This design comes from an exercise in tuning for small area, a short achievable clock period and few clock cycles on the open sky130 flow, not from production work. Function was checked by simulation only, so behaviour that the tests miss may differ from the original. Power figures rest on the tool's default switching activity, not on a simulated workload.

Design cpu, start of the top module:
module cpu (
  input  wire        clk,
  input  wire        rst_n,
  output wire [31:0] address,
  output reg  [31:0] write_data,
  input  wire [31:0] read_data,
  output wire        we,
  output wire        re,
  input  wire        mem_busy
);
  wire go = ~mem_busy;
  reg        s_data;       
  reg        s_dwr;        
  reg [29:0] fa;           
  reg [31:0] daddr;        
  assign address = s_data ? daddr : {fa, 2'b00};
  assign re      = ~(s_data & s_dwr) & go;
  assign we      = s_data & s_dwr & go;
  wire fetch = ~s_data;
  reg        m_ld, m_sbh;
  reg [ 4:0] m_rd;
  reg [ 2:0] m_f3;
  reg        w_ld, w_sbh;
  reg [ 4:0] w_rd;
  reg [ 2:0] w_f3;
  reg [ 1:0] w_off;
  wire m_rreq = s_data & ~s_dwr;    
  reg        r_v;          
  reg [29:0] r_pc;         
  wire        d_v   = r_v;
  wire [31:0] inst  = read_data;
  wire [29:0] pc_d  = r_pc;
  wire [4:0] op     = inst[6:2];
  wire       i_u    = op[2] & op[0];                  
  wire       i_jal  = op[1];
  wire       i_jalr = op[4] & ~op[1] & op[0];
  wire       i_br   = op[4] & ~op[0];
  wire       i_ld   = ~op[4] & ~op[3] & ~op[2];
  wire       i_st   = ~op[4] & op[3] & ~op[2];
  wire       i_opi  = ~op[4] & ~op[3] & op[2] & ~op[0];
  wire       i_op   = ~op[4] & op[3] & op[2] & ~op[0];
  wire       i_alu  = i_op | i_opi;
  wire       i_link = i_jal | i_jalr;
  wire [4:0] rs1 = inst[19:15];
  wire [4:0] rs2 = inst[24:20];
  wire [4:0] rd  = inst[11:7];
  wire [2:0] f3  = inst[14:12];
  wire use1 = ~(i_u | i_jal);
  wire use2 = i_op | i_br | i_st;
  wire wrd  = ~(i_br | i_st) & (rd != 5'd0);
  wire [31:0] imm_i = {{20{inst[31]}}, inst[31:20]};
  wire [31:0] imm_s = {{20{inst[31]}}, inst[31:25], inst[11:7]};
  wire [31:0] imm_u = {inst[31:12], 12'd0};
  wire [29:0] off_b = {{20{inst[31]}}, inst[7], inst[30:25], inst[11:9]};
  wire [29:0] off_j = {{12{inst[31]}}, inst[19:12], inst[20], inst[30:22]};
  wire [29:0] d_tgt  = pc_d + (i_jal ? off_j : off_b);
  ...
For scale: roughly 4900 cells after synthesis, ~1300 flip-flops, about 66000 um^2 of cells after synthesis.
export LEC_CHECK = 0
export CAP_MARGIN = 20
export CORE_MARGIN = 2
export CORE_UTILIZATION = 40
export CTS_BUF_LIST = sky130_fd_sc_hd__clkbuf_16
export CTS_CLUSTER_DIAMETER = 75
export CTS_CLUSTER_SIZE = 26
export SETUP_SLACK_MARGIN = 5
export SLEW_MARGIN = 20
export SYNTH_HIERARCHICAL = 1
create_clock -name core_clock -period 10.0 [get_ports {clk}]
run.sh (not shown) runs the stock make flow with config.mk's settings and CLKGATE_MAP_FILE= SYNTH_SCRIPT=/design/flow/synth_recipe.tcl, a recipe that flattens the netlist after the stock synthesis.
Testbench counts at the start, summed over its fixed seeds: cycles 153,005.
Next try:
--- a/flow/config.mk
+++ b/flow/config.mk
@@ -10,6 +10,6 @@
 export CORE_UTILIZATION = 40
 export CTS_BUF_LIST = sky130_fd_sc_hd__clkbuf_16
-export CTS_CLUSTER_DIAMETER = 75
-export CTS_CLUSTER_SIZE = 26
+export CTS_CLUSTER_DIAMETER = 60
+export CTS_CLUSTER_SIZE = 20
 export SETUP_SLACK_MARGIN = 5
 export SLEW_MARGIN = 20
What happened: Critical path depth rose by 11; clock-buffer cell count rose by 24; final cell count rose slightly; combinational power rose slightly; die area is unchanged; setup slack improves by 0.12 ns; synthesized cell count stays the same; via count rose slightly; global-route usage rose by 0.21 points; cell area rose slightly.
Next try:
==> flow/flow/run.sh (new file) <==
#!/bin/bash
set -euo pipefail
bash standard.sh finish \
  'BUFFER_PORTS_ARGS=-buffer_cell sky130_fd_sc_hd__buf_4' \
  MATCH_CELL_FOOTPRINT=0 > standard.log 2>&1
==> flow/standard.sh (new file) <==
#!/bin/bash
# synth_recipe.tcl (not shown) runs the flow's synth.tcl, then flattens the netlist and writes it again
# the make line also repeats each setting of config.mk as NAME=value (left out here)
make -C /OpenROAD-flow-scripts/flow DESIGN_CONFIG=/design/flow/config.mk WORK_HOME=/design/flow/orfs CLKGATE_MAP_FILE= SYNTH_SCRIPT=/design/flow/synth_recipe.tcl "${@:-finish}"
removed: flow/run.sh
- The new run produced a clean layout
- sequential share of layout area climbs by 0.90 points
- power drops by 2.1%
- setup slack degrades by 0.064 ns
- routed wire length drops by about 3%
- global-route usage drops by 1.0 points
- hold slack improves by 0.0088 ns
- die area does not change
- sequential power barely changes
- cell area drops by 1.7%
- flip-flop and latch count stays the same
- fmax drops by 1.3%

-- afterwards: timing with drivers on the ports --
How much do the figures lean on ideal ports? The routed layouts below were timed once more, with nothing changed but the port constraints. Step 1 assumes that a clkbuf_16 drives the clock port and a buf_2 every other input. Step 2, shift: input delay + t, output delay - t, t = (earliest + latest rising clock arrival at the registers) / 2. This alone moves slack from input paths to output paths. Slacks: no drivers / after step 1 / after step 2; pairs: no drivers / after step 1.
run | shift t [ns] | setup WS [ns] | hold slack, ns | worst register clock-pin slew, ns
the first run | 0.816 | 4.824 / 4.797 / 3.981 | 0.428 / 0.428 / 0.428 | 0.10 / 0.10
the second run | 0.836 | 4.944 / 4.944 / 4.188 | 0.420 / 0.420 / 0.420 | 0.09 / 0.09
the third run | 0.837 | 4.879 / 4.924 / 4.087 | 0.429 / 0.429 / 0.429 | 0.09 / 0.09
After both steps setup and hold are still met in every run listed. For the first run, which loses most, drivers alone change the setup slack by -0.027 ns; drivers and shift together by -0.843 ns.
